What follows belongs to an exercise in optimizing a design on an open flow for small area, a short achievable clock period and few clock cycles per item; a production flow would make more cautious choices.
The RTL was checked by simulation tests, not by an equivalence proof against the original design.
Power figures rest on the tool's default switching activity, not on a simulated workload.

==> design/flow/design.v <==
`timescale 1ns / 1ps
module p_datapath(clk, comp, gate_x_n, gate_y_n, data_ina, data_inb, key_ina, key_inb, cipher_out);
input clk, comp, gate_x_n, gate_y_n, data_ina, data_inb;
input [63:0] key_ina, key_inb;
output [127:0] cipher_out;
wire [63:0] Xout_a, Xout_b, Yout_a, Yout_b;
data_share2 share_a(.clk(clk), .comp(comp), .data_in(data_ina), .key_in(key_ina),
		    .X_out(Xout_a), .Y_out(Yout_a), .X_in(Xout_b));
data_share2 share_b(.clk(clk), .comp(comp), .data_in(data_inb), .key_in(key_inb),
		    .X_out(Xout_b), .Y_out(Yout_b), .X_in(Xout_a));
wire [127:0] gate = ~{{64{gate_x_n}}, {64{gate_y_n}}};
wire [127:0] res1 = {Xout_a, Yout_a} & gate;
wire [127:0] res2 = {Xout_b, Yout_b} & gate;
assign cipher_out = res1 ^ res2;
endmodule
module data_share2(clk, comp, data_in, key_in, X_out, Y_out, X_in);
input clk, comp, data_in;
input [63:0] key_in;
input [63:0] X_in;
output [63:0] X_out, Y_out;
localparam [63:0] PX = 64'haaaaaaaaaaaaaaaa;
localparam [63:0] PY = ~PX;
reg [63:0] Xs, Ys;
wire [63:0] X = Xs ^ PX;
wire [63:0] Y = Ys ^ PY;
wire [63:0] XL1 = {X[62:0], X[63]};
wire [63:0] XL2 = {X[61:0], X[63:62]};
wire [63:0] XL8 = {X[55:0], X[63:56]};
wire [63:0] XoL8 = {X_in[55:0], X_in[63:56]};
wire [63:0] own = XL1 & XL8;
wire [63:0] xprod = XL1 & XoL8;
always@(posedge clk)
begin
	if (comp) begin
		Xs <= (Y ^ XL2 ^ own ^ xprod ^ key_in) ^ PX;
		Ys <= X ^ PY;
	end
	else begin
		{Xs, Ys} <= {data_in, X, Y[63:1]} ^ {PX, PY};
	end
end
assign X_out = X;
assign Y_out = Y;
endmodule
`timescale 1ns / 1ps
module p_keysch10(clk, comp, load_key, z, data_in, key_out);
input clk, comp, load_key, z, data_in;
output [63:0] key_out;
localparam [63:0] PX = 64'haaaaaaaaaaaaaaaa;
localparam [63:0] PY = ~PX;
reg [63:0] KXs, KYs;
wire [63:0] KX = KXs ^ PX;
wire [63:0] KY = KYs ^ PY;
localparam [63:0] c = 64'hfffffffffffffffc;
always@(posedge clk)
begin
	if (comp) begin
		KXs <= (c ^ {63'd0, z} ^ KY ^ {KX[2:0],KX[63:3]} ^ {KX[3:0],KX[63:4]}) ^ PX;
		KYs <= KX ^ PY;
	end
	else begin
		{KXs, KYs} <= {load_key ? data_in : KY[0], KX, KY[63:1]} ^ {PX, PY};
	end
end
assign key_out = KY;
endmodule
`timescale 1ns / 1ps
module p_keysch11(clk, comp, load_key, data_in, key_out);
input clk, comp, load_key, data_in;
output [63:0] key_out;
localparam [63:0] PX = 64'haaaaaaaaaaaaaaaa;
localparam [63:0] PY = ~PX;
reg [63:0] KXs, KYs;
wire [63:0] KX = KXs ^ PX;
wire [63:0] KY = KYs ^ PY;
always@(posedge clk)
begin
	if (comp) begin
		KXs <= (KY ^ {KX[2:0],KX[63:3]} ^ {KX[3:0],KX[63:4]}) ^ PX;
		KYs <= KX ^ PY;
	end
	else begin
		{KXs, KYs} <= {load_key ? data_in : KY[0], KX, KY[63:1]} ^ {PX, PY};
	end
end
assign key_out = KY;
endmodule
`timescale 1ns / 1ps
module simon2share(clk, data_ina, data_inb, data_rdy, cipher_out, Done);
input clk;
input data_ina, data_inb;
input [1:0] data_rdy;
output [127:0] cipher_out;
output reg Done;
localparam [0:127] ZN = {67'b0101111011100000011010010011000101000010001111110010110110011101011, 60'd0, 1'b1};
reg [6:0] counter;	 
reg comp;		 
reg last_n, done_n;
wire load_key = (data_rdy == 2);
always @(posedge clk)
begin
	if (data_rdy == 0 || data_rdy == 2)
		counter <= 0;
	else
		counter <= counter + 1;
end
always @(posedge clk)
begin
	comp <= (data_rdy == 1 && counter == 127) || (data_rdy == 3 && comp);
	Done <= (data_rdy == 3) && comp && (counter == 67);
	done_n <= !((data_rdy == 3) && comp && (counter == 67));
	last_n <= !((data_rdy == 3) && ((comp && counter == 66) || !last_n));
end
reg z;
always @(posedge clk)
	z <= ZN[counter];
wire [63:0] keya, keyb;
p_datapath mydatapath(.clk(clk), .comp(comp), .gate_x_n(last_n), .gate_y_n(done_n),
		      .data_ina(data_ina), .data_inb(data_inb),
		      .key_ina(keya), .key_inb(keyb),
		      .cipher_out(cipher_out));
p_keysch10 mykeysch_a(.clk(clk), .comp(comp), .load_key(load_key), .z(z),
		      .data_in(data_ina), .key_out(keya));
p_keysch11 mykeysch_b(.clk(clk), .comp(comp), .load_key(load_key),
		      .data_in(data_inb), .key_out(keyb));
endmodule
==> design/flow/flow/run.sh <==
#!/bin/bash
# Standard ORFS layout (the standard.sh) with changes to buffering only:
#  - ports get a buf_2 as port buffer instead of the default cell;
#  - after global placement (post_gp.tcl):
#    * each output-gate flip-flop (done_n, last_n) gets a two-level buffer
#      tree, one buffer per cluster of its loads (gate_tree.tcl);
#    * each output's share-combining XOR that also feeds the round logic gets
#      a private copy placed at the output gate (clone_out.tcl).
# make's full output goes to standard.log; ORFS keeps per-step logs in orfs/logs.
set -uo pipefail
here=$(pwd)
export FLOW_DIR_V="$here/flow"
export BUFFER_PORTS_ARGS="-buffer_cell sky130_fd_sc_hd__buf_2"
export POST_GLOBAL_PLACE_TCL="$here/flow/post_gp.tcl"
export GATE_TREE_FLOPS='done_n$_DFF_P_ last_n$_DFF_P_'
export GATE_TREE_FANOUT=16
export GATE_TREE_CELL=sky130_fd_sc_hd__buf_4
bash standard.sh > standard.log 2>&1
==> design/flow/flow/clone_out.tcl <==
# Give each output's share-combining gate (the XOR/XNOR of the two shares that
# feeds the output gate) a private copy when the same gate also feeds the round
# logic, so the output path drives one nearby load.
proc clone_out_xor {port_pattern} {
  set block [ord::get_db_block]
  set n 0
  foreach bt [$block getBTerms] {
    if {![string match $port_pattern [$bt getName]]} continue
    set pnet [$bt getNet]
    # port buffer
    set pbuf ""
    foreach it [$pnet getITerms] { if {[$it isOutputSignal]} { set pbuf [$it getInst] } }
    if {$pbuf == ""} continue
    set gnet [[$pbuf findITerm A] getNet]
    set gate ""
    foreach it [$gnet getITerms] { if {[$it isOutputSignal]} { set gate [$it getInst] } }
    if {$gate == ""} continue
    foreach git [$gate getITerms] {
      if {![$git isInputSignal]} continue
      set xnet [$git getNet]
      if {$xnet == "NULL"} continue
      set x ""
      foreach it [$xnet getITerms] { if {[$it isOutputSignal]} { set x [$it getInst] } }
      if {$x == ""} continue
      set m [[$x getMaster] getName]
      if {![string match "*xor2*" $m] && ![string match "*xnor2*" $m]} continue
      set nloads 0
      foreach it [$xnet getITerms] { if {[$it isInputSignal]} { incr nloads } }
      if {$nloads < 2} continue
      set cname "[$x getName]_oclone"
      set c [odb::dbInst_create $block [$x getMaster] $cname]
      foreach xit [$x getITerms] {
        if {![$xit isInputSignal]} continue
        [$c findITerm [[$xit getMTerm] getName]] connect [$xit getNet]
      }
      set cnet [odb::dbNet_create $block "${cname}_net"]
      set oname [[[lindex [lmap t [$x getITerms] {expr {[$t isOutputSignal] ? $t : [continue]}}] 0] getMTerm] getName]
      [$c findITerm $oname] connect $cnet
      $git disconnect
      $git connect $cnet
      set loc [$gate getLocation]
      $c setLocation [lindex $loc 0] [lindex $loc 1]
      $c setPlacementStatus PLACED
      incr n
    }
  }
  puts "clone_out_xor: cloned $n gates"
}

# Hook body (sourced after global placement, after gate_tree.tcl).
clone_out_xor {cipher_out*}
==> design/flow/flow/gate_tree.tcl <==
# Build a two-level buffer tree for each output-gate net: the gate flip-flop
# drives one buffer per cluster of loads, placed at the cluster's centre.
proc gate_tree_kmeans {pts k} {
  # pts: list of {x y}; returns list of cluster indices
  set n [llength $pts]
  set cent {}
  for {set c 0} {$c < $k} {incr c} {
    lappend cent [lindex [lsort -real -index 2 [lmap p $pts {list {*}$p [expr {atan2([lindex $p 1]-0.0, [lindex $p 0]-0.0)}]}]] [expr {($c * $n) / $k}]]
  }
  set cent [lmap c $cent {lrange $c 0 1}]
  set asg [lrepeat $n 0]
  for {set it 0} {$it < 30} {incr it} {
    set i 0
    foreach p $pts {
      set best 0; set bd 1e30
      set c 0
      foreach q $cent {
        set d [expr {abs([lindex $p 0]-[lindex $q 0]) + abs([lindex $p 1]-[lindex $q 1])}]
        if {$d < $bd} { set bd $d; set best $c }
        incr c
      }
      lset asg $i $best
      incr i
    }
    set newc {}
    for {set c 0} {$c < $k} {incr c} {
      set sx 0.0; set sy 0.0; set m 0
      set i 0
      foreach p $pts {
        if {[lindex $asg $i] == $c} { set sx [expr {$sx + [lindex $p 0]}]; set sy [expr {$sy + [lindex $p 1]}]; incr m }
        incr i
      }
      if {$m > 0} { lappend newc [list [expr {$sx/$m}] [expr {$sy/$m}]] } else { lappend newc [lindex $cent $c] }
    }
    set cent $newc
  }
  return [list $asg $cent]
}

proc gate_tree {flop_name per_buf cell} {
  set block [ord::get_db_block]
  set dbu [$block getDbUnitsPerMicron]
  set inst [$block findInst $flop_name]
  if {$inst == "NULL"} { puts "gate_tree: no instance $flop_name"; return }
  set net [[$inst findITerm Q] getNet]
  # drop buffers already hanging on the net, so the tree sees the real loads
  for {set pass 0} {$pass < 8} {incr pass} {
    set bufs {}
    foreach it [$net getITerms] {
      if {[$it isOutputSignal]} continue
      set li [$it getInst]
      set m [$li getMaster]
      if {[string match "*__buf_*" [$m getName]] || [string match "*__clkbuf_*" [$m getName]]} {
        set onet [[$li findITerm X] getNet]
        # keep port buffers
        if {[llength [$onet getBTerms]] > 0} continue
        lappend bufs [$li getName]
      }
    }
    if {[llength $bufs] == 0} break
    # one at a time: remove_buffers is given exactly one instance per call
    foreach b $bufs { remove_buffers [get_cells $b] }
    set net [[$inst findITerm Q] getNet]
  }
  set pins {}; set pts {}
  foreach it [$net getITerms] {
    if {[$it isOutputSignal]} continue
    set li [$it getInst]
    set loc [$it getAvgXY]
    if {[lindex $loc 0] == 0} { set b [$li getBBox]; set loc [list 1 [expr {([$b xMin]+[$b xMax])/2}] [expr {([$b yMin]+[$b yMax])/2}]] }
    lappend pins "[$li getName]/[[$it getMTerm] getName]"
    lappend pts [list [expr {double([lindex $loc 1])/$dbu}] [expr {double([lindex $loc 2])/$dbu}]]
  }
  set n [llength $pins]
  set k [expr {max(1, int(ceil(double($n) / $per_buf)))}]
  puts "gate_tree: $flop_name net [$net getName] loads $n clusters $k"
  lassign [gate_tree_kmeans $pts $k] asg cent
  for {set c 0} {$c < $k} {incr c} {
    set lp {}
    set i 0
    foreach p $pins { if {[lindex $asg $i] == $c} { lappend lp [get_pins $p] }; incr i }
    if {[llength $lp] == 0} continue
    set xy [lindex $cent $c]
    insert_buffer -buffer_cell $cell -net [get_nets [$net getName]] -load_pins $lp -location $xy
  }
}

# Hook body (sourced after global placement): one tree per output-gate flop.
foreach flop $::env(GATE_TREE_FLOPS) {
  gate_tree $flop $::env(GATE_TREE_FANOUT) $::env(GATE_TREE_CELL)
}
==> design/flow/flow/post_gp.tcl <==
# After global placement: buffer trees for the output gates, then private
# copies of the output XORs.
source $::env(FLOW_DIR_V)/gate_tree.tcl
source $::env(FLOW_DIR_V)/clone_out.tcl
==> design/flow/standard.sh <==
#!/bin/bash
# synth_recipe.tcl (not shown) runs the flow's synth.tcl, then flattens the netlist and writes it again
# the make line also repeats each setting of config.mk as NAME=value (left out here)
make -C /OpenROAD-flow-scripts/flow DESIGN_CONFIG=/design/flow/config.mk WORK_HOME=/design/flow/orfs CLKGATE_MAP_FILE= SYNTH_SCRIPT=/design/flow/synth_recipe.tcl "${@:-finish}"
==> design/flow/config.mk <==
export PLATFORM = sky130hd
export DESIGN_NAME = simon2share
export DESIGN_NICKNAME = simon2share
export VERILOG_FILES = /design/flow/design.v
export SDC_FILE = /design/flow/constraint.sdc
export NUM_CORES = 4
export LEC_CHECK = 0
export CAP_MARGIN = 20
export CORE_MARGIN = 2
export CORE_UTILIZATION = 75
export CTS_CLUSTER_DIAMETER = 90
export CTS_CLUSTER_SIZE = 28
export PLACE_DENSITY = 0.86
export SETUP_SLACK_MARGIN = 2.45
export SLEW_MARGIN = 20
==> design/flow/constraint.sdc <==
create_clock -name core_clock -period 5.0 [get_ports {clk}]
set_input_delay 1.0000 -clock core_clock [delete_from_list [all_inputs] [get_ports {clk}]]
set_output_delay 1.0000 -clock core_clock [all_outputs]
set_load 0.01 [all_outputs]
==> results.txt, run 1 <==
Global routing:
- The first-pass GRT wire length is about 85,000 um.
- The fraction of met3 tracks used by global routing is 2.919%.
- The global-route total usage across every layer is a little under a third.
- Entering global routing, the biggest net connects around 120 pins.
- For met2 alone, demand over resource in global routing was about 52%.
- The via count of the first global-routing pass is around 16k.
- The busiest layer in global routing is met2.
- For this run, global-route usage on met1 was measured as between 40% and 50%.
- The number of antenna violations at the first check in global routing is 0.
- Global routing finished with a remaining overflow of 0.

Setup path:
- The highest cell delay on the worst timing path is ~0.44 ns.
- Counting both buffers and inverters, the worst setup path holds a total of 2.
- The capturing element type of the critical path is an output port.
- At the worst endpoint, the required time is approximately 4.0 ns.
- The kind of critical path is reg -> out.
- The startpoint type of the worst setup path is a flip-flop.
- The cell family contributing the most delay on the critical path is flip-flops.
- The highest fanout seen on the critical path is 20.
- The critical path goes through buf_8, nor2_1, buf_2.
- For this design, the slowest cell found on the critical path is sky130_fd_sc_hd__dfxtp_4.
- Data arrives at the worst endpoint at between 1.5 and 2 ns.

Drt:
- For this run, design rule violations remaining after detail routing come to 0.
- In the final routed layout, each cell accounts on average for around 19 um.
- In the routed layout, each cell is associated on average with a via count of roughly 5.6.
- The overall via count from detail_route is 15.96k.
- The length of the first detailed-routing pass in iterations is 5.
- In this run, the number of DRC markers left after iteration 0 of detailed routing was between 1k and 1.5k.
- The wire length reported by the detailed router is between 50,000 and 60,000 um.
- The count of nets left with antenna violations once routing finished came out at 0.

Synth:
- After synthesis, the share of flip-flops with an asynchronous set or reset is 0%.
- The post-synthesis net count is ~2.3k.
- The cell count after synthesis came out at 2,272.
- The proportion of synthesized chip area in sequential cells is 43.52%.
- Each instance of the synthesized netlist takes up on average 10.61 um2.
- The synthesized design contains ~520 register bits.
- The number of different library cells used by synthesis comes to 33.
- Summing every instance area after synthesis gives approximately 0.024 mm2.
- For this run, the number of Yosys warnings is 4.
- The number of enable-type register cells in the synthesized netlist is 0.
- The most instantiated flip-flop cell in the synthesis netlist is sky130_fd_sc_hd__dfxtp_1.

Final layout:
- Summing all multi-input logic gate instances after layout gives 0.01378 mm2.
- The sequential cell area is roughly 0.011 mm2.
- For this run, the share of the core covered by cells in the final layout is 83.49%.
- The count of cells in the finished layout, fillers not included, comes to 2,831.
- The net count of the finished layout is 2,439.
- The number of fill cells in the layout is a little under 2k.
- The proportion of layout cells with a drive suffix above 1 is 10.42%.
- The number of antenna cells inserted is 0.
- The signed area change from the synthesized netlist to the final layout is 9.571%.

Place:
- The worst setup slack after placement is about 2.8 ns.
- The instance count after placement with tap cells included is 2,807.
- After legalization and detailed placement, the total HPWL measured slightly below 40,000 um.
- The port buffer count is around 130.

Clock tree:
- The number of sinks handled by clock tree synthesis is around 520.
- Clock latency on the worst-skew pair, taken at its later pin, is between 0.5 and 0.6 ns.
- The clock edge transition at the registers on the reported setup and hold paths is 0.11 ns.
- The root buffer cell chosen for the clock tree is sky130_fd_sc_hd__clkbuf_16.
- In this run the number of H-tree levels came out at 1.
- Buffers inserted during clock tree synthesis total 22.
- The maximum number of buffers from clock root to sink is 3.
- TritonCTS built the clock tree.
- For this design, the CTS-stage hold fixing added 0 buffers.

STA:
- The clock period minus worst slack is approximately 2.6 ns.
- The setup-violating endpoint count in the final report is 0.
- The count of endpoints failing hold in the final timing report is 0.
- For the final routed database, the setup TNS stands at 0 ns.
- The worst slew margin relative to its limit is 26.06%.
- The timing-limited maximum frequency is between 300 and 400 MHz.
- Setup repair after global routing could not meet its margin everywhere.
- The max-slew violation total from the final report is 0.
- The final clock skew is ~0.016 ns.
- The ratio of final minimum period to clock period is ~50%.
- The pin slew with the least headroom to its limit is roughly 1.1 ns.
- Setup slack closes at around 2.4 ns.

Floorplanning:
- The die height is roughly 180 um.
- Once the floorplan was initialized, standard cells occupied 76.20% of the core.
- The core footprint is 0.03164 mm2.
- The die span in x is 183.3 um.
- The count of boundary I/O pins is approximately 130.
- The number of rows created at floorplan is 65.
- The die area is 0.03359 mm2.

Power:
- Dividing total power by cell area gives a power density of 292.2 mW/mm2.
- The peak supply drop is between 0.2 and 0.3 mV.
- The cell leakage power is about 9.1 nW.

Worst hold path:
- The path class of the tightest hold or removal check is reg -> reg.

Run:
- The max-capacitance violation count is 0.

Run status:
- The flow ran to the end and the layout has no timing, DRC or antenna violations.
-- what timing repair did --
action	4_1_cts	5_1_grt
setup buffers	0	0
resized for setup	37	47
endpoints found under the setup margin	128	54
-- metal layers --
| layer | vias up | share of wire [%] |
|---|---|---|
| met5 | - | 0 |
| met2 | 376 | 47 |
| met1 | 7744 | 46 |
| li1 | 7764 | - |
| met4 | 0 | 2.5 |
| met3 | 75 | 4.1 |
-- sequential cells by signal (all words and copies together) (netlist names) --
signal and cells:
z 1, mykeysch_a.KYs 64, mydatapath.share_b.Xs 64, counter 7
mydatapath.share_b.Ys 64, mykeysch_b.KXs 64, done_n 1, Done 1
mydatapath.share_a.Xs 64, mykeysch_b.KYs 64, mykeysch_a.KXs 64, mydatapath.share_a.Ys 64
last_n 1, comp 1
-- layout by cell type (no fill, tap or decap), drive strengths merged --
master  instances
mux2i         445
xnor2         645
clkbuf         23
and2            6
nor2b          34
o311ai          1
nand3           4
mux2            2
nand4           2
mux4            1
or2             1
and3            2
a211o           1
a221o           1
o21ai          67
or4             1
nand2b          2
ha              5
buf           152
a211oi          1
nor2          169
dfxtp         524
nand2         133
inv             6
a21o            1
a21oi           6
o22ai           1
xor2          193
-- area by class of cell --
type | count | share of cell area [%]
multi-input combinational | 1724 | 52.16
sequential | 524 | 40.13
timing repair buffer | 152 | 3.520
clock buffer | 23 | 2.179
tap | 402 | 1.904
inverter | 5 | 0.07106
clock inverter | 1 | 0.03316
-- where the power goes --
group          switching, mW  total, mW  internal (mW)  leakage [nW]
clock                   1.27       2.10          0.833         0.288
sequential             0.320       4.68           4.36          4.55
combinational          0.408      0.935          0.527          4.24
-- worst paths after layout --
| check | cells past startpoint | endpoint | start | slack, ns |
|---|---|---|---|---|
| setup / recovery | 3 | cipher_out[92] | last_n | 2.45 |
| hold / removal | 1 | mydatapath.share_b.Ys[21] | mydatapath.share_b.Ys[22] | 0.50 |
| setup reg to reg | 3 | mykeysch_a.KXs[31] | comp | 2.74 |
| hold reg to reg | 1 | mydatapath.share_b.Ys[21] | mydatapath.share_b.Ys[22] | 0.50 |
-- synthesized netlist by cell type, types with 2 or more instances --
library cell	number	area, um2
sky130_fd_sc_hd__clkbuf_1	25	93.84
sky130_fd_sc_hd__ha_1	5	62.56
sky130_fd_sc_hd__o21ai_0	67	335.3
sky130_fd_sc_hd__nand4_1	2	12.51
sky130_fd_sc_hd__a21oi_1	6	30.03
sky130_fd_sc_hd__nor2b_1	34	212.7
sky130_fd_sc_hd__xor2_1	161	1410
sky130_fd_sc_hd__mux2i_1	445	4454
sky130_fd_sc_hd__inv_1	4	15.01
sky130_fd_sc_hd__nand3_1	4	20.02
sky130_fd_sc_hd__buf_1	11	41.29
sky130_fd_sc_hd__nand2_1	133	499.2
sky130_fd_sc_hd__and2_1	6	37.54
sky130_fd_sc_hd__buf_2	45	225.2
sky130_fd_sc_hd__and3_1	2	12.51
sky130_fd_sc_hd__xnor2_1	613	5369
sky130_fd_sc_hd__nand2b_1	2	12.51
sky130_fd_sc_hd__dfxtp_1	524	10490
sky130_fd_sc_hd__nor2_1	169	634.4
-- kinds of logic (layout without fill, tap and decap cells) --
group / after synthesis / after routing / synth area share [%]
buf+inv: 88 / 181 / 1.651
compound gates: 79 / 79 / 1.718
flops: 524 / 524 / 43.52
mux: 448 / 448 / 18.68
fa+ha+maj: 5 / 5 / 0.2595
simple gates: 354 / 354 / 6.052
xor+xnor: 774 / 838 / 28.12
-- per-stage QoR --
step	power [mW]	instance area, um2	hold WS (ns)
2_1_floorplan	5.405	24110	0.4591
6_report	7.718	26410	0.4995
3_3_place_gp	5.591	25080	0.4728
4_1_cts	7.734	26340	0.5038
3_5_place_dp	5.681	25690	0.4765
5_1_grt	8.017	26410	0.5180
Testbench counts, summed over its fixed seeds: cycles 20,800, items 64.
==> inputs of run 2 (changes only) <==
--- a/design/flow/config.mk
+++ b/design/flow/config.mk
@@ -8,8 +8,8 @@
 export CAP_MARGIN = 20
 export CORE_MARGIN = 2
-export CORE_UTILIZATION = 75
+export CORE_UTILIZATION = 70
 export CTS_CLUSTER_DIAMETER = 90
 export CTS_CLUSTER_SIZE = 28
-export PLACE_DENSITY = 0.86
-export SETUP_SLACK_MARGIN = 2.45
+export PLACE_DENSITY = 0.82
+export SETUP_SLACK_MARGIN = 2.6
 export SLEW_MARGIN = 20
==> run 2 against run 1 <==
Net effect: clock skew increased by 0.0015 ns; register-to-register slack better by 0.07 ns; die area rose by 7.0%; design area is 5.8% higher; worst hold slack got worse by 0.011 ns; maximum frequency is 3.5% lower; total power is 0.75% higher; clock power about the same; synthesized area did not move.
==> results.txt, run 2 <==
Synth:
- The distinct cell type count after synthesis was 33 (unchanged).
- The number of warnings issued by yosys is 4 (unchanged).
- The share of the synthesized area in the top cell type is 43.52% (unchanged).
- The synthesized flop and latch total is 524 (unchanged).
- After synthesis, the cell types taking the most area are sky130_fd_sc_hd__dfxtp_1 44%, sky130_fd_sc_hd__xnor2_1 22%, sky130_fd_sc_hd__mux2i_1 18%.
- The most instantiated flip-flop cell in the synthesis netlist is sky130_fd_sc_hd__dfxtp_1.
- The post-synthesis net count is 2,282 (unchanged).
- The synthesized instance count is 2,272 (unchanged).
- The commonest cells after synthesis are 613 x sky130_fd_sc_hd__xnor2_1, 524 x sky130_fd_sc_hd__dfxtp_1, 445 x sky130_fd_sc_hd__mux2i_1.
- Summed over all instances, the cell type with the most area after synthesis is sky130_fd_sc_hd__dfxtp_1.
- The mean instance size in the synthesized netlist is 10.61 um2 (unchanged).
- The number of enable-type register cells in the synthesized netlist is 0 (unchanged).
- The fraction of registers with async set/reset is 0% (unchanged).
- The area of the mapped netlist was 0.02411 mm2 (unchanged).
- In the post-synthesis netlist, the cell with the most instances is sky130_fd_sc_hd__xnor2_1.
- The proportion of synthesized chip area in sequential cells is 43.52% (unchanged).

Drt:
- The overall via count from detail_route is 16.42k (+2.9%).
- The residual antenna-violating net count after detailed routing is 0 (unchanged).
- The wire length reported by the detailed router is 58,270 um (+9.7%).
- The number of remaining DRC errors is 0 (unchanged).
- The routed length per placed instance is 20.02 um (+6.7%).
- The via density per instance came to 5.644 (+0.11%).
- The length of the first detailed-routing pass in iterations is 5 (unchanged).
- The number of DRC markers in iteration 0 came to 1,066 (-8.1%).

Global routing:
- The first-pass GRT wire length is 87,800 um (+3.0%).
- The global-route total usage across every layer is 30.23% (-1.4 points).
- The via count of the first global-routing pass was 16.16k (+4.3%).
- The number of antenna violations at the first check in global routing came to 0 (unchanged).
- The maximum number of pins on one net before global-route repair is 120 (-2.4%).
- The remaining global-route overflow is 0 (unchanged).

STA:
- The final clock skew is 0.01712 ns (+0.001494 ns).
- The count of endpoints failing hold in the final timing report is 0 (unchanged).
- The setup slack of the critical path after layout was 2.352 ns (-0.09334 ns).
- The tightest hold margin is 0.4885 ns (-0.01093 ns).
- The worst slew margin relative to its limit is 26.71% (+0.65 points).
- The setup TNS is 0 ns (unchanged).
- The pin slew with the least headroom to its limit was 1.099 ns (-0.009820 ns).
- The max-slew violation total from the final report is 0 (unchanged).
- The ratio of final minimum period to clock period is 52.96% (+1.9 points).
- The timing-limited maximum frequency is 377.6 MHz (-3.5%).
- The setup-violating endpoint count in the final report came to 0 (unchanged).
- Setup repair after global routing could not meet its margin everywhere.
- The clock period minus worst slack is 2.648 ns (+0.09334 ns).

Setup path:
- The kind of critical path is reg -> out.
- The reg2reg setup slack is 2.81 ns (+0.07 ns).
- The cell depth of the worst flop-to-flop path came to 2 (-1).
- The signal arrival time at the worst endpoint is 1.65 ns (+0.10 ns).
- STA classifies the critical path endpoint as an output port.
- The startpoint type of the worst setup path is a flip-flop.
- The critical path required time is 4.00 ns (about the same).
- The highest fanout seen on the critical path was 10 (-50%).
- The launch point of the worst reg-to-reg path is comp.
- The endpoint identified for the worst register-to-register timing path is mydatapath.share_a.Ys[32].

Run status:
- The run finished with no timing, DRC or antenna violations.

Final layout:
- The number of antenna cells inserted is 0 (unchanged).
- The signed area change from the synthesized netlist to the final layout is 15.95%.
- The end-of-flow core utilization came to 82.94% (-0.55 points).
- The library cell used most frequently in the layout, excluding fill and tap cells, is sky130_fd_sc_hd__xnor2_1.
- The post-route cell area came to 0.02795 mm2 (+5.8%).
- The top cell types in the final layout, fill and taps aside, are 643 x sky130_fd_sc_hd__xnor2_1, 445 x sky130_fd_sc_hd__mux2i_1, 434 x sky130_fd_sc_hd__dfxtp_1.
- The number of fill cells in the layout is 1,979 (+2.6%).
- The proportion of layout cells with a drive suffix above 1 is 15.80% (+5.4 points).
- The final layout net count came to 2,472 (+1.4%).
- The final standard cell count with taps included and fillers excluded is 2,910 (+2.8%).

Place:
- The port buffer count is 133 (unchanged).
- The instance count after placement with tap cells included came to 2,851 (+1.6%).
- The worst setup slack after placement is 2.858 ns (+0.06657 ns).
- The total half-perimeter wirelength after legalization and detailed placement is 39,040 um (+0.35%).
- The cell area reported after detailed placement is 0.02571 mm2 (about the same).

Power:
- The total power divided by cell area is 278.2 mW/mm2 (-4.8%).
- The peak supply drop was 0.2563 mV (+2.1%).
- The cell leakage power is 9.427 nW (+3.8%).
- The power consumption came to 7.776 mW (+0.75%).

Floorplanning:
- The number of rows created at floorplan is 67 (+3.1%).
- The count of boundary I/O pins was 134 (unchanged).
- The die height was 189.6 um (+3.4%).
- The core footprint is 0.03370 mm2 (+6.5%).
- The die span in x was 189.6 um (+3.4%).
- The initial cell density of the core is 71.53% (-4.7 points).
- The die area was 0.03594 mm2 (+7.0%).

Worst hold path:
- The start point of the worst min-delay path is mydatapath.share_b.Xs[3].
- The endpoint of the worst hold-timing path is mydatapath.share_b.Xs[2].
- The worst hold-check path type is reg -> reg.
- The number of cells on the worst hold path is 1 (unchanged).

Clock tree:
- The total CTS buffers was 22 (unchanged).
- The worst-skew pair later-pin latency was 0.56 ns (about the same).
- The tree is rooted in a sky130_fd_sc_hd__clkbuf_16.
- The H-tree depth came to 1 (unchanged).
- The number of sinks handled by clock tree synthesis came to 524 (unchanged).
- The maximum number of buffers from clock root to sink is 3 (unchanged).
- The clock edge transition at the registers on the reported setup and hold paths is 0.11 ns (about the same).
- The number of hold buffers added after cts is 0 (unchanged).
- The CTS tree is yes.

Run:
- The max-capacitance violation count is 0 (unchanged).
## run 2: cell counts after synthesis
No cell type changed its count.
## run 2: repair_timing
item                                    in CTS  in global routing
pin swaps                                   39                 33
gates resized for setup                    128                221
endpoints found under the hold margin        0                  0
endpoints found under the setup margin     128                128
buffers inserted                             3                 24
cloned                                       6                  2
## run 2: report_power, final
group | internal [mW] | switching [mW] | leakage (nW)
combinational | 0.539 | 0.447 | 4.59
clock | 0.834 | 1.28 | 0.288
sequential | 4.36 | 0.322 | 4.55
total | 5.73 | 2.05 | 9.43
## run 2: per-layer routing
metal  share of wire [%]  wire length [um]  vias up  global-route usage [%]
met5                   0                 0        -                       0
met4                 2.7              1578        0                   9.153
met3                 4.3              2491       90                   3.892
met2                  49             28280      411                   49.49
met1                  44             25920     8099                   41.93
li1                    -                 -     7823                       -
## run 2: how the worst max path moves through the flow
stage               slack [ns]    from         endpoint
detailed placement        2.86  last_n   cipher_out[96]
finish                    2.35  last_n  cipher_out[101]
global placement          2.49  done_n    cipher_out[3]
CTS                       2.48  last_n   cipher_out[96]
floorplan                 3.03  last_n  cipher_out[100]
global route              2.35  last_n  cipher_out[101]
## run 2: critical path, stage by stage (launching register included)
cell and delay, ns:
sky130_fd_sc_hd__dfxtp_4 0.38, sky130_fd_sc_hd__buf_12 0.15, sky130_fd_sc_hd__clkbuf_16 0.18, sky130_fd_sc_hd__nor2b_1 0.19
sky130_fd_sc_hd__buf_2 0.19
## run 2: final cells by class
type / instances / area (um2) / area share [%]
multi-input combinational: 1724 / 14310 / 51.21
inverter: 5 / 18.77 / 0.06715
sequential: 524 / 10670 / 38.18
tap: 448 / 560.5 / 2.006
clock buffer: 23 / 575.6 / 2.059
timing repair buffer: 185 / 1802 / 6.446
clock inverter: 1 / 8.758 / 0.03134
## run 2: cell families (layout without fill, tap and decap cells)
| logic type | count (synthesis) | in the layout | synth area share [%] |
|---|---|---|---|
| compound gates | 79 | 79 | 1.718 |
| xor+xnor | 774 | 838 | 28.12 |
| fa+ha+maj | 5 | 5 | 0.2595 |
| buf+inv | 88 | 214 | 1.651 |
| flops | 524 | 524 | 43.52 |
| mux | 448 | 448 | 18.68 |
| simple gates | 354 | 354 | 6.052 |
==> inputs of run 3 (changes only) <==
--- a/design/flow/config.mk
+++ b/design/flow/config.mk
@@ -12,4 +12,4 @@
 export CTS_CLUSTER_SIZE = 28
 export PLACE_DENSITY = 0.82
-export SETUP_SLACK_MARGIN = 2.6
+export SETUP_SLACK_MARGIN = 2.4
 export SLEW_MARGIN = 20
==> run 3 against run 2 <==
Net effect: still clean; global-route usage is 0.84 points lower; design area fell by 5.6%; sequential share of layout area is 1.8 points higher; register-to-register slack improved by 0.02 ns; critical path depth is the same; synthesized area did not move; critical path type unchanged.
==> results.txt, run 3 <==
Clock tree:
- The clock edge transition at the registers on the reported setup and hold paths is 0.11 ns (about the same).
- The maximum number of buffers from clock root to sink came to 3 (unchanged).
- The number of sinks handled by clock tree synthesis came to 524 (unchanged).
- The total CTS buffers came to 22 (unchanged).
- The CTS tree is yes.
- The H-tree depth is 1 (unchanged).
- The worst-skew pair later-pin latency came to 0.55 ns (about the same).
- The tree is rooted in a sky130_fd_sc_hd__clkbuf_16.

STA:
- The count of endpoints failing hold in the final timing report was 0 (unchanged).
- The setup-violating endpoint count in the final report is 0 (unchanged).
- The clock period minus worst slack is 2.558 ns (-0.08978 ns).
- The max-slew violation total from the final report is 0 (unchanged).
- Setup repair after global routing could not meet its margin everywhere.
- The setup TNS is 0 ns (unchanged).
- The pin slew with the least headroom to its limit is 1.103 ns (+0.004042 ns).
- The worst slew margin relative to its limit is 26.44% (-0.27 points).
- The ratio of final minimum period to clock period came to 51.17% (-1.8 points).
- The final clock skew is 0.01520 ns (-0.001922 ns).
- The timing-limited maximum frequency is 390.9 MHz (+3.5%).

Global routing:
- The via count of the first global-routing pass is 15.87k (-1.8%).
- The global-route total usage across every layer was 29.39% (-0.84 points).
- The number of antenna violations at the first check in global routing was 0 (unchanged).
- The first-pass GRT wire length was 85,460 um (-2.7%).
- The remaining global-route overflow is 0 (unchanged).
- The maximum number of pins on one net before global-route repair is 120 (unchanged).

Synth:
- The leading area contributor after synthesis is sky130_fd_sc_hd__dfxtp_1.
- The number of enable-type register cells in the synthesized netlist was 0 (unchanged).
- The mean instance size in the synthesized netlist came to 10.61 um2 (unchanged).
- The post-synthesis net count is 2,282 (unchanged).
- The fraction of registers with async set/reset came to 0% (unchanged).
- The number of warnings issued by yosys is 4 (unchanged).
- Sorting the synthesized cells by how often they occur yields 613 x sky130_fd_sc_hd__xnor2_1, 524 x sky130_fd_sc_hd__dfxtp_1, 445 x sky130_fd_sc_hd__mux2i_1.
- The synthesized flop and latch total came to 524 (unchanged).
- The synthesized instance count was 2,272 (unchanged).
- For this run, the leading register cell type out of synthesis is sky130_fd_sc_hd__dfxtp_1.
- The share of the synthesized area in the top cell type is 43.52% (unchanged).
- The distinct cell type count after synthesis is 33 (unchanged).
- The area of the mapped netlist is 0.02411 mm2 (unchanged).
- The most frequent cell after synthesis is sky130_fd_sc_hd__xnor2_1.
- By area the synthesized netlist is led by sky130_fd_sc_hd__dfxtp_1 44%, sky130_fd_sc_hd__xnor2_1 22%, sky130_fd_sc_hd__mux2i_1 18%.
- The proportion of synthesized chip area in sequential cells came to 43.52% (unchanged).

Floorplanning:
- The die span in x is 189.6 um (unchanged).
- The core footprint is 0.03370 mm2 (unchanged).
- The initial cell density of the core was 71.53% (unchanged).
- The number of rows created at floorplan is 67 (unchanged).
- The die area is 0.03594 mm2 (unchanged).
- The count of boundary I/O pins came to 134 (unchanged).
- The die height came to 189.6 um (unchanged).

Drt:
- The routed length per placed instance came to 18.37 um (-8.3%).
- The number of remaining DRC errors is 0 (unchanged).
- The length of the first detailed-routing pass in iterations is 7 (+2).
- The residual antenna-violating net count after detailed routing came to 0 (unchanged).
- The via density per instance is 5.516 (-2.3%).
- The overall via count from detail_route is 15.87k (-3.4%).
- The number of DRC markers in iteration 0 was 939 (-12%).
- The wire length reported by the detailed router is 52,840 um (-9.3%).

Setup path:
- The worst setup path is launched from a flip-flop.
- The critical path is of the reg -> out type.
- The critical path ends at cipher_out[49].
- The cell depth of the worst flop-to-flop path was 2 (unchanged).
- The critical path required time came to 4.00 ns (about the same).
- The buffer and inverter count on the worst path is 3 (unchanged).
- The number of gates on the worst path with buffers counted is 4 (unchanged).
- The critical path starts at done_n.
- The highest fanout seen on the critical path came to 15 (+5).
- The highest cell delay on the worst timing path is 0.37 ns (about the same).
- The signal arrival time at the worst endpoint came to 1.56 ns (-0.09 ns).
- The slowest library cell on the worst path is sky130_fd_sc_hd__dfxtp_4.
- In this run the critical register-to-register path is captured at mydatapath.share_a.Ys[27].
- The launch point of the worst reg-to-reg path is comp.
- The cell family contributing the most delay on the critical path is buffers and inverters.
- STA classifies the critical path endpoint as an output port.
- The critical path goes through buf_4, buf_6, nor2_1, buf_2.
- The reg2reg setup slack is 2.83 ns (+0.02 ns).

Power:
- The power consumption is 7.700 mW (-0.97%).
- The cell leakage power was 9.070 nW (-3.8%).
- The total power divided by cell area is 292.0 mW/mm2 (+5.0%).
- The peak supply drop is 0.2483 mV (-3.1%).

Final layout:
- In the layout the commonest cells are 645 x sky130_fd_sc_hd__xnor2_1, 495 x sky130_fd_sc_hd__dfxtp_1, 445 x sky130_fd_sc_hd__mux2i_1.
- Leaving out fill and tap cells, the most frequent cell in the layout is sky130_fd_sc_hd__xnor2_1.
- The proportion of layout cells with a drive suffix above 1 is 8.687% (-7.1 points).
- Compared with the post-synthesis result, the final layout area differs by 9.395%.
- The final layout net count was 2,439 (-1.3%).
- The number of antenna cells inserted is 0 (unchanged).

Place:
- The port buffer count is 133 (unchanged).
- The total half-perimeter wirelength after legalization and detailed placement came to 39,040 um (unchanged).

Worst hold path:
- The worst hold-check path type is reg -> reg.
- The start point of the worst min-delay path is mykeysch_a.KYs[38].

Run:
- The max-capacitance violation count came to 0 (unchanged).

Run status:
- The run finished with no timing, DRC or antenna violations.
## run 3: cell types whose count changed in the layout (fill, tap and decap cells not counted), moves of 8 or more
cell / before / now
sky130_fd_sc_hd__dfxtp_1: 434 / 495
sky130_fd_sc_hd__nor2_2: 14 / 0
sky130_fd_sc_hd__buf_12: 14 / 6
sky130_fd_sc_hd__nor2_1: 96 / 169
sky130_fd_sc_hd__nor2_4: 59 / 0
sky130_fd_sc_hd__buf_2: 71 / 133
sky130_fd_sc_hd__dfxtp_4: 27 / 3
sky130_fd_sc_hd__dfxtp_2: 63 / 26
sky130_fd_sc_hd__buf_4: 27 / 10
sky130_fd_sc_hd__nor2b_1: 26 / 34
sky130_fd_sc_hd__buf_6: 64 / 3
## run 3: how the worst min path moves through the flow
stage	end	cells past startpoint
after floorplan	mydatapath.share_a.Ys[10]	1
after global placement	mydatapath.share_b.Ys[44]	1
after detailed placement	mydatapath.share_b.Ys[58]	1
after CTS	mydatapath.share_b.Ys[40]	1
after global routing	mydatapath.share_b.Ys[23]	1
final	mykeysch_a.KYs[37]	1
## run 3: report_power, final
part | switching, mW | total [mW] | leakage, nW | internal [mW]
clock | 1.26 | 2.10 | 0.288 | 0.833
sequential | 0.318 | 4.68 | 4.55 | 4.36
combinational | 0.404 | 0.930 | 4.23 | 0.526
total | 1.98 | 7.70 | 9.07 | 5.72
## run 3: through the flow
stage	cells	utilization (%)	hold slack (ns)	area, um2	setup slack [ns]
floorplan	2272	-	0.4591	24110	3.027
global route	2877	78.25	0.5196	26370	2.351
CTS	2875	78.07	0.5038	26310	2.402
detailed placement	2851	76.29	0.4758	25710	2.858
global placement	2780	74.47	0.4695	25100	2.493
finish	2877	78.25	0.4988	26370	2.442
## run 3: worst reg2reg max path, stage by stage, from the launching register on
cell and delay (ns):
sky130_fd_sc_hd__dfxtp_4 1.07, sky130_fd_sc_hd__buf_12 0.67, sky130_fd_sc_hd__mux2i_1 0.36
## run 3: cell type report
type	count	area (um2)
clock buffers	23	575.6
clock inverters	1	8.758
fillers	2363	7330
inverters	5	18.77
multi-input cells	1724	13780
flip-flops and latches	524	10530
well taps	448	560.5
repair buffers	152	894.6
## run 3: kinds of logic (layout without fill, tap and decap cells)
| logic type | Yosys count | after routing | synth area share, % |
|---|---|---|---|
| fa+ha+maj | 5 | 5 | 0.2595 |
| flops | 524 | 524 | 43.52 |
| compound gates | 79 | 79 | 1.718 |
| simple gates | 354 | 354 | 6.052 |
| buf+inv | 88 | 181 | 1.651 |
| mux | 448 | 448 | 18.68 |
| xor+xnor | 774 | 838 | 28.12 |
## run 3: metal layers
metal | vias to the layer above | GRT usage (%) | wire length, um
li1 | 7753 | - | -
met1 | 7711 | 41.04 | 24440
met2 | 325 | 48.13 | 24720
met3 | 80 | 3.966 | 2343
met4 | 0 | 7.901 | 1333
met5 | - | 0 | 0
## run 3: what timing repair did
action                                  4_1_cts  5_1_grt
gates resized for setup                       9       22
endpoints found under the setup margin      122       77
gates cloned                                  0        0
hold buffers                                  0        0
buffers inserted                              0        2
==> inputs of run 4 (changes only) <==
--- a/design/flow/config.mk
+++ b/design/flow/config.mk
@@ -12,4 +12,4 @@
 export CTS_CLUSTER_SIZE = 28
 export PLACE_DENSITY = 0.82
-export SETUP_SLACK_MARGIN = 2.4
+export SETUP_SLACK_MARGIN = 2.5
 export SLEW_MARGIN = 20
==> run 4 against run 3 <==
Net effect: register-to-register slack got worse by 0.03 ns; still clean; worst hold slack improved by 0.0048 ns; global-route usage is 0.13 points higher; largest power group unchanged; critical path depth is the same; sequential power hardly changed; clock-buffer cell count did not move.
==> results.txt, run 4 <==
Synth:
- In the post-synthesis netlist, the biggest area contributors are sky130_fd_sc_hd__dfxtp_1 44%, sky130_fd_sc_hd__xnor2_1 22%, sky130_fd_sc_hd__mux2i_1 18%.
- The fraction of registers with async set/reset is 0% (unchanged).
- The proportion of synthesized chip area in sequential cells was 43.52% (unchanged).
- The synthesized flop and latch total is 524 (unchanged).
- The share of the synthesized netlist area taken by xor and xnor gates is 28.12% (unchanged).
- The commonest cells after synthesis are 613 x sky130_fd_sc_hd__xnor2_1, 524 x sky130_fd_sc_hd__dfxtp_1, 445 x sky130_fd_sc_hd__mux2i_1.
- The distinct cell type count after synthesis is 33 (unchanged).
- The area of the mapped netlist is 0.02411 mm2 (unchanged).
- The mean instance size in the synthesized netlist is 10.61 um2 (unchanged).
- The number of enable-type register cells in the synthesized netlist came to 0 (unchanged).
- The most frequent cell after synthesis is sky130_fd_sc_hd__xnor2_1.
- The basic-gate share of the synthesized area counting and, or, nand and nor cells is 6.052% (unchanged).
- The share of the synthesized area in the top cell type came to 43.52% (unchanged).
- The multiplexer share of the synthesized area is 18.68% (unchanged).
- The post-synthesis net count was 2,282 (unchanged).
- The synthesized instance count came to 2,272 (unchanged).
- The biggest area contributor in the post-synthesis netlist is sky130_fd_sc_hd__dfxtp_1.
- The number of warnings issued by yosys came to 4 (unchanged).
- By area, the combinational part of the netlist is dominated by XOR/XNOR gates.
- The adder-cell share of the synthesized area is 0.2595% (unchanged).
- The share of the synthesized area in compound gates (AO/OA/AOI/OAI) is 1.718% (unchanged).
- For this run, the leading register cell type out of synthesis is sky130_fd_sc_hd__dfxtp_1.

Floorplanning:
- The number of rows created at floorplan was 67 (unchanged).
- The core footprint came to 0.03370 mm2 (unchanged).
- The count of boundary I/O pins is 134 (unchanged).
- The die height is 189.6 um (unchanged).
- The initial cell density of the core is 71.53% (unchanged).
- The die span in x was 189.6 um (unchanged).
- The die area is 0.03594 mm2 (unchanged).

Setup path:
- The critical path required time is 4.00 ns (about the same).
- The worst setup path is of the reg -> out kind.
- The end of the worst register-to-register path is mydatapath.share_b.Xs[21].
- The launch point of the worst reg-to-reg path is comp.
- STA classifies the critical path startpoint as a flip-flop.
- The capturing element type of the critical path is an output port.
- The highest fanout seen on the critical path is 8 (-7).
- The reg2reg setup slack is 2.80 ns (-0.03 ns).
- The cell depth of the worst flop-to-flop path is 2 (unchanged).
- The signal arrival time at the worst endpoint was 1.54 ns (-0.02 ns).

Drt:
- The length of the first detailed-routing pass in iterations is 5 (-2).
- The residual antenna-violating net count after detailed routing is 0 (unchanged).
- The overall via count from detail_route was 16.36k (+3.1%).
- The wire length reported by the detailed router is 57,110 um (+8.1%).
- The via density per instance was 5.647 (+2.4%).
- The number of remaining DRC errors is 0 (unchanged).
- The routed length per placed instance came to 19.71 um (+7.3%).
- The number of DRC markers in iteration 0 came to 1,038 (+11%).

Place:
- The total half-perimeter wirelength after legalization and detailed placement is 39,040 um (unchanged).
- The worst setup slack after placement is 2.858 ns (unchanged).
- The port buffer count was 133 (unchanged).

Power:
- The total power divided by cell area is 281.1 mW/mm2 (-3.7%).
- The peak supply drop was 0.2489 mV (+0.25%).
- The cell leakage power is 9.372 nW (+3.3%).

Clock tree:
- The cell at the root of the clock tree is sky130_fd_sc_hd__clkbuf_16.
- The H-tree depth came to 1 (unchanged).
- The total CTS buffers is 22 (unchanged).
- The CTS tree is yes.
- The worst-skew pair later-pin latency is 0.56 ns (about the same).
- The maximum number of buffers from clock root to sink came to 3 (unchanged).
- The clock edge transition at the registers on the reported setup and hold paths is 0.11 ns (about the same).
- The number of sinks handled by clock tree synthesis came to 524 (unchanged).

STA:
- The pin slew with the least headroom to its limit is 1.094 ns (-0.009321 ns).
- Setup repair after global routing could not meet its margin everywhere.
- The setup-violating endpoint count in the final report is 0 (unchanged).
- The setup TNS is 0 ns (unchanged).
- The ratio of final minimum period to clock period is 50.78% (-0.39 points).
- The max-slew violation total from the final report is 0 (unchanged).
- The clock period minus worst slack was 2.539 ns (-0.01947 ns).
- The worst slew margin relative to its limit came to 27.06% (+0.62 points).
- The count of endpoints failing hold in the final timing report is 0 (unchanged).
- The timing-limited maximum frequency is 393.9 MHz (+0.77%).
- The final clock skew is 0.02070 ns (+0.005502 ns).
- The setup slack of the critical path after layout is 2.461 ns (+0.01947 ns).

Final layout:
- The number of antenna cells inserted is 0 (unchanged).
- Leaving out fill and tap cells, the most frequent cell in the layout is sky130_fd_sc_hd__xnor2_1.
- The proportion of layout cells with a drive suffix above 1 is 15.11% (+6.4 points).
- The area growth from synthesis to layout is 14.33%.
- The number of fill cells in the layout is 2,083 (-12%).
- In the layout the commonest cells are 645 x sky130_fd_sc_hd__xnor2_1, 445 x sky130_fd_sc_hd__mux2i_1, 432 x sky130_fd_sc_hd__dfxtp_1.
- The final layout net count is 2,459 (+0.82%).

Run:
- The max-capacitance violation count is 0 (unchanged).

Global routing:
- The global-route total usage across every layer is 29.52% (+0.13 points).
- The number of antenna violations at the first check in global routing is 0 (unchanged).
- The remaining global-route overflow is 0 (unchanged).
- The maximum number of pins on one net before global-route repair is 120 (unchanged).
- The first-pass GRT wire length is 85,820 um (+0.43%).
- The via count of the first global-routing pass came to 15.94k (+0.46%).

Worst hold path:
- The worst hold-check path type is reg -> reg.
- The number of cells on the worst hold path is 1 (unchanged).
- The endpoint of the worst hold-timing path is mykeysch_a.KYs[37].
- In this run the most critical hold path is launched from mykeysch_a.KYs[38].

Run status:
- The run finished with no timing, DRC or antenna violations.
[run 4: cell counts after synthesis]
No cell type changed its count.
[run 4: cell families after synthesis]
kind of cell	count (synthesis)
adder cells (fa/ha/maj)	5
AO/OA/AOI/OAI	79
XOR/XNOR	774
AND/OR/NAND/NOR	354
flip-flops	524
buffers and inverters	88
multiplexers	448
[run 4: per-stage QoR]
stage / hold WS (ns) / total power, mW / cells / area (um2) / utilization [%]
after floorplan: 0.4591 / 5.405 / 2272 / 24110 / -
after global placement: 0.4695 / 5.596 / 2780 / 25100 / 74.47
after detailed placement: 0.4758 / 5.686 / 2851 / 25710 / 76.29
after CTS: 0.5038 / 7.735 / 2879 / 26500 / 78.62
after global routing: 0.5231 / 8.031 / 2897 / 27560 / 81.78
final: 0.5035 / 7.747 / 2897 / 27560 / 81.78
[run 4: where the power goes]
| part | internal [mW] | switching, mW |
|---|---|---|
| clock network | 0.833 | 1.27 |
| registers | 4.36 | 0.323 |
| logic | 0.534 | 0.435 |
[run 4: critical path, cell delays in order, from the launching register on]
cell and delay, ns:
sky130_fd_sc_hd__dfxtp_4 0.38, sky130_fd_sc_hd__buf_12 0.15, sky130_fd_sc_hd__buf_12 0.14, sky130_fd_sc_hd__nor2_1 0.16, sky130_fd_sc_hd__buf_2 0.16
[run 4: per-layer routing]
metal	share of wire (%)	track usage, %	vias to the layer above
met5	0	0	-
li1	-	-	7821
met2	48	48.56	363
met3	3.9	3.855	97
met4	2.8	7.841	0
met1	45	41.15	8079
[run 4: cell type report]
type | count | area, um2 | area share [%]
well taps | 448 | 560.5 | 2.034
flip-flops and latches | 524 | 10670 | 38.70
clock buffers | 23 | 575.6 | 2.088
repair buffers | 172 | 1496 | 5.430
multi-input cells | 1724 | 14230 | 51.65
clock inverters | 1 | 8.758 | 0.03178
inverters | 5 | 18.77 | 0.06810
[run 4: worst max-delay path by stage]
stage	endpoint	cells after the start	slack [ns]	from
6_report	cipher_out[66]	4	2.46	last_n
4_1_cts	cipher_out[96]	4	2.47	last_n
5_1_grt	cipher_out[99]	3	2.43	mydatapath.share_b.Xs[35]
3_3_place_gp	cipher_out[3]	3	2.49	done_n
3_5_place_dp	cipher_out[96]	3	2.86	last_n
2_1_floorplan	cipher_out[100]	3	3.03	last_n
[run 4: what timing repair did]
action	in CTS	in global routing
gates cloned	0	11
pin swaps	0	12
buffers inserted	4	7
hold buffers	0	0
gates resized for setup	72	213
endpoints found under the setup margin	128	107
==> inputs of run 5 (changes only) <==
--- a/design/flow/config.mk
+++ b/design/flow/config.mk
@@ -12,4 +12,4 @@
 export CTS_CLUSTER_SIZE = 28
 export PLACE_DENSITY = 0.82
-export SETUP_SLACK_MARGIN = 2.5
+export SETUP_SLACK_MARGIN = 2.55
 export SLEW_MARGIN = 20
==> run 5 against run 4 <==
Net effect: critical path type unchanged; core utilization is 1.0 points higher; clock skew down 0.0051 ns; sequential share of layout area shrank 0.47 points; critical path depth did not move; combinational power up 1%; routed wire length increased by 1.5%; flip-flop and latch count unchanged; non-clock buffer count grew 8; register-to-register slack improved by 0.04 ns; synthesized cell count did not move; worst hold slack lost 0.013 ns.
==> results.txt, run 5 <==
Floorplanning:
- The number of rows created at floorplan came to 67 (unchanged).
- The initial cell density of the core came to 71.53% (unchanged).
- The die height is 189.6 um (unchanged).
- The die span in x is 189.6 um (unchanged).
- The count of boundary I/O pins is 134 (unchanged).
- The core footprint came to 0.03370 mm2 (unchanged).
- The die area came to 0.03594 mm2 (unchanged).

Power:
- The total net switching power came to 2.039 mW (+0.75%).
- The peak supply drop came to 0.2535 mV (+1.8%).
- The cell-internal power is 5.726 mW (about the same).
- The total power divided by cell area came to 278.3 mW/mm2 (-1.0%).
- The switching share of power is 26.26% (+0.14 points).
- The portion of total power attributed to combinational logic is 12.6% (about the same).
- The cell leakage power is 9.400 nW (+0.30%).
- The sequential power share is 60.2% (-0.2 points).
- The fraction of power consumed by the clock network is 27.1% (about the same).

Final layout:
- From synthesis to final layout, the design area changed by 15.75%.
- The proportion of layout cells with a drive suffix above 1 is 15.59% (+0.48 points).
- The number of antenna cells inserted was 0 (unchanged).
- Leaving out fill and tap cells, the most frequent cell in the layout is sky130_fd_sc_hd__xnor2_1.
- The footprint of the multi-input gates was 0.01431 mm2 (+0.51%).
- The final layout net count came to 2,467 (+0.33%).
- Leaving out fill and tap cells, the most frequent cells in the layout are 644 x sky130_fd_sc_hd__xnor2_1, 445 x sky130_fd_sc_hd__mux2i_1, 434 x sky130_fd_sc_hd__dfxtp_1.
- The sequential cell area is 0.01067 mm2 (about the same).
- The number of fill cells in the layout is 1,985 (-4.7%).
- The post-route cell area is 0.02790 mm2 (+1.2%).

Run:
- The max-capacitance violation count is 0 (unchanged).

Run status:
- The run finished with no timing, DRC or antenna violations.

Clock tree:
- The worst-skew pair later-pin latency is 0.56 ns (about the same).
- The cell at the root of the clock tree is sky130_fd_sc_hd__clkbuf_16.
- The clock edge transition at the registers on the reported setup and hold paths was 0.11 ns (about the same).
- The number of hold buffers added after cts was 0 (unchanged).
- The total CTS buffers is 22 (unchanged).
- The number of sinks handled by clock tree synthesis came to 524 (unchanged).
- The maximum number of buffers from clock root to sink is 3 (unchanged).
- The CTS tree is yes.
- The H-tree depth is 1 (unchanged).

Place:
- The cell area reported after detailed placement came to 0.02571 mm2 (unchanged).
- The total half-perimeter wirelength after legalization and detailed placement came to 39,040 um (unchanged).
- The port buffer count is 133 (unchanged).

Synth:
- The number of enable-type register cells in the synthesized netlist is 0 (unchanged).
- The share of the synthesized area in the top cell type is 43.52% (unchanged).
- The post-synthesis net count is 2,282 (unchanged).
- By count the netlist is led by 613 x sky130_fd_sc_hd__xnor2_1, 524 x sky130_fd_sc_hd__dfxtp_1, 445 x sky130_fd_sc_hd__mux2i_1.
- The distinct cell type count after synthesis is 33 (unchanged).
- The number of warnings issued by yosys came to 4 (unchanged).
- The fraction of registers with async set/reset was 0% (unchanged).
- Sorting the synthesized cells by area gives the leading types as sky130_fd_sc_hd__dfxtp_1 44%, sky130_fd_sc_hd__xnor2_1 22%, sky130_fd_sc_hd__mux2i_1 18%.
- The area of the mapped netlist was 0.02411 mm2 (unchanged).
- The synthesized instance count is 2,272 (unchanged).
- The most frequent cell after synthesis is sky130_fd_sc_hd__xnor2_1.
- The synthesized flop and latch total is 524 (unchanged).
- The proportion of synthesized chip area in sequential cells was 43.52% (unchanged).
- In the synthesized netlist the dominant register cell turns out to be sky130_fd_sc_hd__dfxtp_1.
- The mean instance size in the synthesized netlist is 10.61 um2 (unchanged).
- The synthesized design spends more area on one cell type than any other, namely sky130_fd_sc_hd__dfxtp_1.

Drt:
- The routed length per placed instance is 19.95 um (+1.2%).
- The via density per instance is 5.653 (about the same).
- The number of DRC markers in iteration 0 is 1,015 (-2.2%).
- The wire length reported by the detailed router is 57,960 um (+1.5%).
- The residual antenna-violating net count after detailed routing was 0 (unchanged).
- The number of remaining DRC errors is 0 (unchanged).
- The overall via count from detail_route is 16.42k (+0.37%).
- The length of the first detailed-routing pass in iterations is 5 (unchanged).

Setup path:
- In this run the worst setup path begins at last_n.
- The capturing element type of the critical path is an output port.
- The signal arrival time at the worst endpoint is 1.63 ns (+0.09 ns).
- The critical path required time is 4.00 ns (about the same).
- The highest fanout seen on the critical path is 10 (+2).
- The startpoint type of the worst setup path is a flip-flop.
- The kind of critical path is reg -> out.
- The launch point of the worst reg-to-reg path is comp.

Global routing:
- The number of antenna violations at the first check in global routing is 0 (unchanged).
- The global-route total usage across every layer was 30.23% (+0.72 points).
- The maximum number of pins on one net before global-route repair came to 120 (unchanged).
- The first-pass GRT wire length is 87,790 um (+2.3%).
- The remaining global-route overflow was 0 (unchanged).
- The via count of the first global-routing pass is 16.17k (+1.4%).

STA:
- The ratio of final minimum period to clock period is 52.61% (+1.8 points).
- The timing-limited maximum frequency was 380.2 MHz (-3.5%).
- The pin slew with the least headroom to its limit is 1.091 ns (-0.002871 ns).
- Setup repair after global routing could not meet its margin everywhere.
- The max-slew violation total from the final report came to 0 (unchanged).
- The final clock skew is 0.01561 ns (-0.005086 ns).
- The worst slew margin relative to its limit came to 27.25% (+0.19 points).
- The count of endpoints failing hold in the final timing report was 0 (unchanged).
- The clock period minus worst slack was 2.630 ns (+0.09146 ns).
- The setup-violating endpoint count in the final report came to 0 (unchanged).
- The setup TNS was 0 ns (unchanged).

Worst hold path:
- The tightest min-delay check is of the reg -> reg type.
- In this run the most critical hold path is launched from mydatapath.share_b.Xs[3].
==> run 5: cell counts after synthesis <==
Identical to the previous run, type by type.
==> run 5: critical path, stage by stage (launching register included) <==
cell and delay [ns]:
sky130_fd_sc_hd__dfxtp_4 0.37, sky130_fd_sc_hd__buf_12 0.15, sky130_fd_sc_hd__clkbuf_16 0.18, sky130_fd_sc_hd__nor2b_1 0.18, sky130_fd_sc_hd__buf_2 0.19
==> run 5: logic make-up after synthesis <==
family          share of synthesized area, %
flops                                  43.52
compound gates                         1.718
mux                                    18.68
simple gates                           6.052
xor+xnor                               28.12
fa+ha+maj                             0.2595
buf+inv                                1.651
==> run 5: area by class of cell <==
class                           instances  area share, %
Clock buffer                           23          2.063
Clock inverter                          1        0.03139
Inverter                                5        0.06726
Multi-Input combinational cell       1724          51.27
Sequential cell                       524          38.23
Tap cell                              448          2.009
Timing Repair Buffer                  180          6.323
==> run 5: metrics by stage <==
stage	hold slack [ns]	utilization [%]	cells	setup WS, ns	power, mW
2_1_floorplan	0.4591	-	2272	3.027	5.405
3_3_place_gp	0.4695	74.47	2780	2.493	5.596
3_5_place_dp	0.4758	76.29	2851	2.858	5.686
4_1_cts	0.5038	79.67	2884	2.478	7.741
5_1_grt	0.5043	82.80	2905	2.345	8.040
6_report	0.4905	82.80	2905	2.370	7.765
==> run 5: metal layers <==
metal | up-vias | part of all wire (%) | wire, um | track usage [%]
met3 | 97 | 4.4 | 2577 | 3.892
met1 | 8103 | 44 | 25750 | 41.94
met4 | 0 | 2.7 | 1579 | 9.153
met2 | 400 | 48 | 28060 | 49.49
met5 | - | 0 | 0 | 0
li1 | 7821 | - | - | -
==> run 5: power by group through the flow <==
stage / Sequential, mW / Clock (mW) / Combinational (mW)
after floorplan: 4.64 / 0 / 0.763
after global placement: 4.72 / 0 / 0.875
after detailed placement: 4.77 / 0 / 0.919
after CTS: 4.67 / 2.13 / 0.937
after global routing: 4.71 / 2.26 / 1.07
final: 4.68 / 2.10 / 0.982
==> run 5: timing repair <==
item,in CTS,in global routing
hold endpoints to repair,0,0
endpoints found under the setup margin,128,128
buffers inserted,3,19
gates resized for setup,128,219
gates cloned,6,2
pin swaps,35,33
==> run 5: path summary, 6_finish.rpt <==
kind                          endpoint  slack, ns  depth (start not counted)
max                    cipher_out[101]       2.37                          4
max reg2reg  mydatapath.share_a.Ys[39]       2.84                          2
min reg2reg   mydatapath.share_b.Xs[2]       0.49                          1
min           mydatapath.share_b.Xs[2]       0.49                          1
==> inputs of run 6 (changes only) <==
--- a/design/flow/config.mk
+++ b/design/flow/config.mk
@@ -9,7 +9,7 @@
 export CORE_MARGIN = 2
 export CORE_UTILIZATION = 70
-export CTS_CLUSTER_DIAMETER = 90
-export CTS_CLUSTER_SIZE = 28
+export CTS_CLUSTER_DIAMETER = 80
+export CTS_CLUSTER_SIZE = 24
 export PLACE_DENSITY = 0.82
-export SETUP_SLACK_MARGIN = 2.55
+export SETUP_SLACK_MARGIN = 2.45
 export SLEW_MARGIN = 20
==> run 6 against run 5 <==
Net effect: still clean; worst hold slack hardly changed; critical path depth stayed put; synthesized cell count stayed put; synthesized area stayed put; critical path type unchanged; critical endpoint is now cipher_out[56]; highest routed layer unchanged.
==> results.txt, run 6 <==
Run status:
- The flow ran to the end and the layout has no timing, DRC or antenna violations.

Setup path:
- The startpoint type of the worst setup path is a flip-flop.
- The launch point of the worst reg-to-reg path is comp.
- The beginning of the critical path is done_n.
- STA classifies the critical path endpoint as an output port.
- The cell depth of the worst flop-to-flop path was 2 (unchanged).
- The end of the worst register-to-register path is mydatapath.share_a.Xs[28].
- The highest fanout seen on the critical path came to 8 (-2).
- The kind of critical path is reg -> out.
- The critical path required time is 4.00 ns (about the same).
- The worst setup path endpoint is cipher_out[56].
- The reg2reg setup slack is 2.73 ns (-0.11 ns).
- The signal arrival time at the worst endpoint is 1.56 ns (-0.07 ns).

Final layout:
- The number of antenna cells inserted is 0 (unchanged).
- The proportion of layout cells with a drive suffix above 1 is 11.87% (-3.7 points).
- The end-of-flow core utilization is 79.62% (-3.2 points).
- The commonest non-fill, non-tap cell in the layout is sky130_fd_sc_hd__xnor2_1.
- The final layout net count was 2,447 (-0.81%).
- The number of fill cells in the layout is 2,243 (+13%).
- Compared with the post-synthesis result, the final layout area differs by 11.32%.
- The top cell types in the final layout, fill and taps aside, are 645 x sky130_fd_sc_hd__xnor2_1, 452 x sky130_fd_sc_hd__dfxtp_1, 445 x sky130_fd_sc_hd__mux2i_1.

Synth:
- The distinct cell type count after synthesis is 33 (unchanged).
- The mean instance size in the synthesized netlist came to 10.61 um2 (unchanged).
- Yosys instantiated no cell more often than sky130_fd_sc_hd__xnor2_1.
- The share of the synthesized area in the top cell type is 43.52% (unchanged).
- The synthesized flop and latch total is 524 (unchanged).
- The post-synthesis net count is 2,282 (unchanged).
- The proportion of synthesized chip area in sequential cells came to 43.52% (unchanged).
- The number of warnings issued by yosys is 4 (unchanged).
- Yosys attributes the largest share of cell area to sky130_fd_sc_hd__dfxtp_1 44%, sky130_fd_sc_hd__xnor2_1 22%, sky130_fd_sc_hd__mux2i_1 18%.
- The synthesized instance count is 2,272 (unchanged).
- The fraction of registers with async set/reset is 0% (unchanged).
- The most instantiated flip-flop cell in the synthesis netlist is sky130_fd_sc_hd__dfxtp_1.
- The area of the mapped netlist is 0.02411 mm2 (unchanged).
- The leading area contributor after synthesis is sky130_fd_sc_hd__dfxtp_1.
- The number of enable-type register cells in the synthesized netlist came to 0 (unchanged).
- The commonest cells after synthesis are 613 x sky130_fd_sc_hd__xnor2_1, 524 x sky130_fd_sc_hd__dfxtp_1, 445 x sky130_fd_sc_hd__mux2i_1.

Drt:
- The length of the first detailed-routing pass in iterations is 5 (unchanged).
- The number of DRC markers in iteration 0 is 915 (-9.9%).
- The via density per instance is 5.545 (-1.9%).
- The residual antenna-violating net count after detailed routing came to 0 (unchanged).
- The number of remaining DRC errors is 0 (unchanged).
- The wire length reported by the detailed router came to 54,040 um (-6.8%).
- The routed length per placed instance is 18.69 um (-6.3%).
- The overall via count from detail_route came to 16.03k (-2.4%).

Power:
- The cell leakage power came to 9.230 nW (-1.8%).
- The total power divided by cell area is 295.1 mW/mm2 (+6.0%).
- The power consumption is 7.917 mW (+2.0%).
- The peak supply drop is 0.2443 mV (-3.6%).

STA:
- The timing-limited maximum frequency was 391.4 MHz (+2.9%).
- The ratio of final minimum period to clock period is 51.10% (-1.5 points).
- Setup repair after global routing could not meet its margin everywhere.
- The max-slew violation total from the final report is 0 (unchanged).
- The count of endpoints failing hold in the final timing report is 0 (unchanged).
- The final clock skew is 0.02488 ns (+0.009267 ns).
- The setup TNS was 0 ns (unchanged).
- The clock period minus worst slack is 2.555 ns (-0.07522 ns).
- The worst slew margin relative to its limit is 26.90% (-0.35 points).
- The pin slew with the least headroom to its limit is 1.096 ns (+0.005291 ns).
- The setup-violating endpoint count in the final report is 0 (unchanged).

Global routing:
- The number of antenna violations at the first check in global routing is 0 (unchanged).
- The maximum number of pins on one net before global-route repair is 120 (unchanged).
- The first-pass GRT wire length is 86,200 um (-1.8%).
- The remaining global-route overflow is 0 (unchanged).
- The global-route total usage across every layer is 29.68% (-0.55 points).
- The via count of the first global-routing pass came to 15.94k (-1.4%).

Run:
- The max-capacitance violation count is 0 (unchanged).

Clock tree:
- The H-tree depth was 1 (unchanged).
- The total CTS buffers is 26 (+18%).
- The cell at the root of the clock tree is sky130_fd_sc_hd__clkbuf_16.
- The worst-skew pair later-pin latency came to 0.57 ns (about the same).
- The number of sinks handled by clock tree synthesis is 524 (unchanged).
- TritonCTS built the clock tree.
- The maximum number of buffers from clock root to sink was 3 (unchanged).
- The clock edge transition at the registers on the reported setup and hold paths came to 0.10 ns (about the same).

Floorplanning:
- The count of boundary I/O pins came to 134 (unchanged).
- The die height was 189.6 um (unchanged).
- The initial cell density of the core is 71.53% (unchanged).
- The number of rows created at floorplan is 67 (unchanged).
- The die span in x came to 189.6 um (unchanged).
- The core footprint is 0.03370 mm2 (unchanged).
- The die area is 0.03594 mm2 (unchanged).

Place:
- The port buffer count came to 133 (unchanged).
- The total half-perimeter wirelength after legalization and detailed placement is 39,040 um (unchanged).

Worst hold path:
- The worst hold path belongs to the class reg -> reg.
[run 6: metal layers]
layer	up-vias	GRT usage (%)	wire length, um
met3	94	3.948	2405
met1	7789	41.32	24870
met4	0	8.497	1619
met5	-	0	0
li1	7793	-	-
met2	355	48.56	25150
[run 6: worst max-delay path, cell delays in order, from the launching register on]
cell                        delay, ns
sky130_fd_sc_hd__dfxtp_4         0.37
sky130_fd_sc_hd__buf_12          0.15
sky130_fd_sc_hd__clkbuf_16       0.17
sky130_fd_sc_hd__nor2_1          0.13
sky130_fd_sc_hd__buf_2           0.15
[run 6: worst min-delay path by stage]
| stage | depth (start not counted) | end | startpoint |
|---|---|---|---|
| final | 1 | mydatapath.share_a.Xs[24] | mydatapath.share_a.Xs[25] |
| after global routing | 1 | mydatapath.share_a.Ys[8] | mydatapath.share_a.Ys[9] |
| after CTS | 1 | mydatapath.share_b.Ys[40] | mydatapath.share_b.Ys[41] |
| after detailed placement | 1 | mydatapath.share_b.Ys[58] | mydatapath.share_b.Ys[59] |
| after global placement | 1 | mydatapath.share_b.Ys[44] | mydatapath.share_b.Ys[45] |
| after floorplan | 1 | mydatapath.share_a.Ys[10] | mydatapath.share_a.Ys[11] |
[run 6: where the power goes]
group          total (mW)  leakage, nW  switching, mW  internal (mW)
combinational       0.938         4.33          0.410          0.528
clock                2.30        0.353           1.32          0.984
sequential           4.68         4.55          0.320           4.36
total                7.92         9.23           2.05           5.87
[run 6: area by class of cell]
class	count	area (um2)	share of cell area, %
clock buffer	29	683.2	2.546
clock inverter	5	37.54	0.1399
inverter	5	18.77	0.06994
multi-input combinational	1724	13870	51.68
sequential	524	10620	39.56
tap	448	560.5	2.089
timing repair buffer	156	1050	3.912
[run 6: cell families (layout without fill, tap and decap cells)]
logic type               Yosys count  after routing  synth area share, %
adder cells (fa/ha/maj)            5              5               0.2595
multiplexers                     448            448                18.68
buffers and inverters             88            195                1.651
flip-flops                       524            524                43.52
XOR/XNOR                         774            838                28.12
AND/OR/NAND/NOR                  354            354                6.052
AO/OA/AOI/OAI                     79             79                1.718
[run 6: metrics by stage]
step	std cells	hold WS (ns)	instance area [um2]	setup slack [ns]
CTS	2887	0.5012	26550	2.452
finish	2891	0.4903	26830	2.445
global route	2891	0.5146	26830	2.429
global placement	2780	0.4695	25100	2.493
detailed placement	2851	0.4758	25710	2.858
floorplan	2272	0.4591	24110	3.027
[run 6: what timing repair did]
action	CTS	global route
gates cloned	0	2
pin swaps	0	0
resized for setup	46	82
hold buffers	0	0
buffers inserted	2	2
setup endpoints to repair	128	86
